What follows belongs to an exercise in optimizing a design on an open flow for small area and a short achievable clock period; a production flow would make more cautious choices. Only simulation tests tie the RTL to the original design; equivalence was not proved. Power and IR drop assume default switching activity. The flow treats the clock pin as an ideal source, which a real chip does not have.

==> flow/design.v <==
module rf_aoi3(
    input  logic a1, b1, a2, b2, a3, b3,
    output logic y
);
    assign y = ~((a1 & b1) | (a2 & b2) | (a3 & b3));
endmodule
module top_5stage(
    input  logic        clk,
    input  logic        reset,
    output logic [15:0] imem_addr,
    input  logic [31:0] imem_rdata,
    output logic        dmem_re,
    output logic [15:0] dmem_addr,
    output logic [31:0] dmem_wdata,
    output logic [3:0]  dmem_wstrb,
    input  logic [31:0] dmem_rdata,
    output logic        rf_we,
    output logic [4:0]  rf_waddr,
    output logic [31:0] rf_wdata
);
    logic [15:1] pc;
    logic [31:0] instr;             
    logic [31:0] iD;                
    logic        vD;                
    logic [15:1] pD;                
    logic [31:0] A_E, B_E, C_E;     
    logic [4:0]  rd_E;
    logic [2:0]  f3_E;
    logic        opk_E, sub_E, sgn_E, xsel_E;
    logic        we_E, ld_E, br_E, sta_E, sthw_E, stw_E;    
    logic [31:0] X_M;               
    logic [15:0] Y_M;               
    logic [4:0]  rd_M;
    logic [2:0]  f3_M;
    logic        we_M, ld_M, pcsrc_M, sta_M, sthw_M, stw_M;  
    logic [31:0] LD;                
    logic [31:0] fin_W;
    logic [4:0]  rd_W;
    logic        we_W;              
    logic [31:1][31:0] rf;          
    assign imem_addr = {pc[15:2], 2'b00};
    always_ff @(posedge clk)
        instr <= imem_rdata;
    wire [6:0] op = iD[6:0];
    wire [2:0] f3 = iD[14:12];
    wire isR  = op == 7'b0110011;
    wire isIA = op == 7'b0010011;
    wire isL  = op == 7'b0000011;
    wire isS  = op == 7'b0100011;
    wire isB  = op == 7'b1100011;
    wire isU  = (op & 7'b1011111) == 7'b0010111;
    wire isI  = isIA | isL;
    wire rs1v = isR | isI | isS | isB;
    wire rs2v = isR | isS | isB;
    wire [4:0] rs1f = iD[19:15];
    wire [4:0] rs2f = iD[24:20];
    wire [4:0] rdf  = iD[11:7];
    wire stall = ld_E & (((rs1v ? rs1f : 5'd0) == rd_E) | ((rs2v ? rs2f : 5'd0) == rd_E));
    logic [31:1] s1, s2;
    always_ff @(posedge clk)
        for (int i = 1; i < 32; i++) begin
            s1[i] <= instr[19:15] == i[4:0];
            s2[i] <= instr[24:20] == i[4:0];
        end
    logic [31:0] rv1, rv2;
    logic [31:0][10:0] t1, t2;
    for (genvar b = 0; b < 32; b++) begin : g_rd
        for (genvar k = 0; k < 10; k++) begin : g_t
            rf_aoi3 u1(.a1(s1[3*k+1]), .b1(rf[3*k+1][b]), .a2(s1[3*k+2]), .b2(rf[3*k+2][b]),
                       .a3(s1[3*k+3]), .b3(rf[3*k+3][b]), .y(t1[b][k]));
            rf_aoi3 u2(.a1(s2[3*k+1]), .b1(rf[3*k+1][b]), .a2(s2[3*k+2]), .b2(rf[3*k+2][b]),
                       .a3(s2[3*k+3]), .b3(rf[3*k+3][b]), .y(t2[b][k]));
        end
        assign t1[b][10] = ~(s1[31] & rf[31][b]);
        assign t2[b][10] = ~(s2[31] & rf[31][b]);
        assign rv1[b] = ~&t1[b];
        assign rv2[b] = ~&t2[b];
    end
    wire shamt_sel = isI & (f3[1:0] == 2'b01);
    wire [31:0] imm_i = shamt_sel ? {27'd0, iD[24:20]} : {{20{iD[31]}}, iD[31:20]};
    wire [31:0] imm_s = {{20{iD[31]}}, iD[31:25], iD[11:7]};
    wire [31:0] imm_u = {iD[31:12], 12'd0};
    wire [31:0] imm_b = {{20{iD[12]}}, iD[20], iD[30:21], 1'b0};
    wire [31:0] imm = isI ? imm_i : isS ? imm_s : isU ? imm_u : isB ? imm_b : 32'd0;
    wire sllD = (isR | isIA) & (f3 == 3'b001);
    logic [31:0] rv1_rev;
    always_comb for (int i = 0; i < 32; i++) rv1_rev[i] = rv1[31-i];
    wire [15:1] dest = pD + imm_b[15:1];
    wire g = vD & ~stall;
    wire subD = (isR & (f3 == 3'b000) & (iD[31:25] != 7'd0)) | ((isR | isIA) & (f3[2:1] == 2'b01)) | isB;
    always_ff @(posedge clk) begin
        iD <= instr;
        pD <= pc;
        vD <= ~reset & ~stall;
        A_E <= rs1v ? (sllD ? rv1_rev : rv1) : 32'd0;
        B_E <= (isR ? rv2 : imm) ^ {32{subD}};
        C_E <= isB ? {16'd0, dest, 1'b0} : rv2;
        rd_E <= rdf;
        f3_E <= f3;
        opk_E <= isR | isIA;
        sub_E <= subD;
        sgn_E <= isR | (isB & ~f3[1]);
        xsel_E <= isS | isB;
    end
    always_ff @(posedge clk or posedge reset) begin
        if (reset) begin
            we_E <= 1'b0; ld_E <= 1'b0; br_E <= 1'b0;
            sta_E <= 1'b0; sthw_E <= 1'b0; stw_E <= 1'b0;
        end else begin
            we_E   <= g & ~isS & ~isB & (rdf != 5'd0);
            ld_E   <= g & isL;
            br_E   <= g & isB & (f3[2:1] != 2'b01);
            sta_E  <= g & isS & ((f3 == 3'b000) | (f3 == 3'b001) | (f3 == 3'b010));
            sthw_E <= g & isS & ((f3 == 3'b001) | (f3 == 3'b010));
            stw_E  <= g & isS & (f3 == 3'b010);
        end
    end
    wire [31:0] p = A_E ^ B_E;
    wire [31:0] gg = A_E & B_E;
    logic [31:0] G, P;
    always_comb begin
        G = gg;
        P = p;
        G[0] = gg[0] | (p[0] & sub_E);
        for (int l = 0; l < 5; l++)
            for (int i = 0; i < 32; i++)
                if ((i >> l) & 1) begin
                    G[i] = G[i] | (P[i] & G[((i >> l) << l) - 1]);
                    P[i] = P[i] & P[((i >> l) << l) - 1];
                end
    end
    wire [31:0] cin = {G[30:0], sub_E};
    wire [31:0] sum = p ^ cin;
    wire cout = G[31];
    wire ltu = ~cout;
    wire lts = p[31] ? ~cout : A_E[31];
    wire lt  = sgn_E ? lts : ltu;
    wire eq  = &p;
    wire flag = f3_E[2] ? (lt ^ f3_E[0]) : (eq ^ f3_E[0]);
    wire big = |B_E[31:5];
    wire [31:0] sr = big ? 32'd0 : (A_E >> B_E[4:0]);
    logic [31:0] sr_rev;
    always_comb for (int i = 0; i < 32; i++) sr_rev[i] = sr[31-i];
    wire is_add = ~opk_E | (f3_E == 3'b000);
    wire en_p = is_add | (f3_E == 3'b100) | (f3_E == 3'b110);
    wire en_c = is_add;
    wire en_g = opk_E & f3_E[2] & f3_E[1];
    wire en_sr = opk_E & (f3_E == 3'b101);
    wire en_sl = opk_E & (f3_E == 3'b001);
    wire en_lt = opk_E & (f3_E[2:1] == 2'b01);
    wire [31:0] res = ((p & {32{en_p}}) ^ (cin & {32{en_c}})) | (gg & {32{en_g}})
                    | (sr & {32{en_sr}}) | (sr_rev & {32{en_sl}}) | {31'd0, lt & en_lt};
    always_ff @(posedge clk) begin
        X_M <= xsel_E ? C_E : res;
        Y_M <= sum[15:0];
        rd_M <= rd_E;
        f3_M <= f3_E;
    end
    always_ff @(posedge clk or posedge reset) begin
        if (reset) begin
            we_M <= 1'b0; ld_M <= 1'b0; pcsrc_M <= 1'b0;
            sta_M <= 1'b0; sthw_M <= 1'b0; stw_M <= 1'b0;
        end else begin
            we_M <= we_E; ld_M <= ld_E; pcsrc_M <= br_E & flag;
            sta_M <= sta_E; sthw_M <= sthw_E; stw_M <= stw_E;
        end
    end
    assign dmem_re    = ld_M;
    assign dmem_addr  = Y_M;
    assign dmem_wdata = X_M;
    assign dmem_wstrb = {stw_M, stw_M, sthw_M, sta_M};
    logic [31:0] ldv;
    always_comb begin
        case (f3_M)
            3'b000: ldv = {{24{dmem_rdata[7]}}, dmem_rdata[7:0]};
            3'b001: ldv = {{16{dmem_rdata[15]}}, dmem_rdata[15:0]};
            3'b010: ldv = dmem_rdata;
            3'b100: ldv = {24'd0, dmem_rdata[7:0]};
            3'b101: ldv = {16'd0, dmem_rdata[15:0]};
            default: ldv = 32'd0;
        endcase
    end
    always_ff @(posedge clk) begin
        if (ld_M) LD <= ldv;
        fin_W <= ld_M ? LD : X_M;
        rd_W <= rd_M;
    end
    always_ff @(posedge clk or posedge reset) begin
        if (reset) we_W <= 1'b0;
        else we_W <= we_M;
    end
    always_ff @(posedge clk) begin
        if (reset) pc <= 15'd0;
        else if (!stall) pc <= pcsrc_M ? X_M[15:1] : pc + 15'd2;
    end
    assign rf_we    = we_W;
    assign rf_waddr = rd_W;
    assign rf_wdata = fin_W;
    always_ff @(posedge clk)
        for (int i = 1; i < 32; i++)
            if (we_W && rd_W == i[4:0]) rf[i] <= fin_W;
endmodule
clock: 9.0 ns
lec_check: 0
abc_clock_period_in_ps: 3000
cap_margin: 20
core_margin: 2
core_utilization: 55
slew_margin: 20
synth_hierarchical: 1
synth_minimum_keep_size: 0
standard.sh (not shown) runs the stock make flow with config.mk's settings and CLKGATE_MAP_FILE= SYNTH_SCRIPT=/design/flow/synth_recipe.tcl, a recipe that flattens the netlist after the stock synthesis.
==> flow/flow/run.sh <==
#!/bin/bash
# Standard layout with a tighter setup repair target, plain buffers on the ports and a clock
# tree without dummy loads.
set -uo pipefail
bash standard.sh "SETUP_SLACK_MARGIN=6.1" \
  "BUFFER_PORTS_ARGS=-buffer_cell sky130_fd_sc_hd__buf_2" \
  "CTS_ARGS=-sink_clustering_enable -repair_clock_nets -dont_use_dummy_load -sink_clustering_size 30 -sink_clustering_max_diameter 100" \
  finish > make_finish.log 2>&1
Rerun with:
--- a/flow/flow/run.sh
+++ b/flow/flow/run.sh
@@ -3,5 +3,5 @@
 # tree without dummy loads.
 set -uo pipefail
-bash standard.sh "SETUP_SLACK_MARGIN=6.1" \
+bash standard.sh "SETUP_SLACK_MARGIN=5.9" \
   "BUFFER_PORTS_ARGS=-buffer_cell sky130_fd_sc_hd__buf_2" \
   "CTS_ARGS=-sink_clustering_enable -repair_clock_nets -dont_use_dummy_load -sink_clustering_size 30 -sink_clustering_max_diameter 100" \
ABC_CLOCK_PERIOD_IN_PS = 2000   (was 3000)
Result:
- wire length decreases by 1.8%
- clock skew is lower by 0.012 ns
- total power hardly moves
- clock power climbs by about 1%

## re-timing with driven ports
Ports are ideal in the flow. The routed layouts listed here were re-timed in OpenROAD. Step 1 sets driving cells, clkbuf_16 on the clock port and buf_2 on the other inputs (assumed; they add their load-dependent delay and slew). Step 2 also shifts input and output timing later by t, the mid clock arrival at the registers, as if the neighbouring blocks saw the same clock. Three values: no drivers, after step 1, after step 2; two values: the first two.
run | t (ns) | setup slack, ns | worst hold slack (ns) | worst setup path at the end | latest minus earliest clock arrival (ns)
the first run | 0.770 | 5.816 / 5.736 / 5.461 | 0.315 / 0.315 / 0.315 | input to register | 0.150 / 0.150
the second run | 0.771 | 5.808 / 5.731 / 5.638 | 0.329 / 0.329 / 0.329 | input to register | 0.111 / 0.110
After both steps setup and hold are still met in every run listed. The setup slack of the first run, which loses most, moves by -0.080 ns with the drivers and by -0.355 ns with both steps.
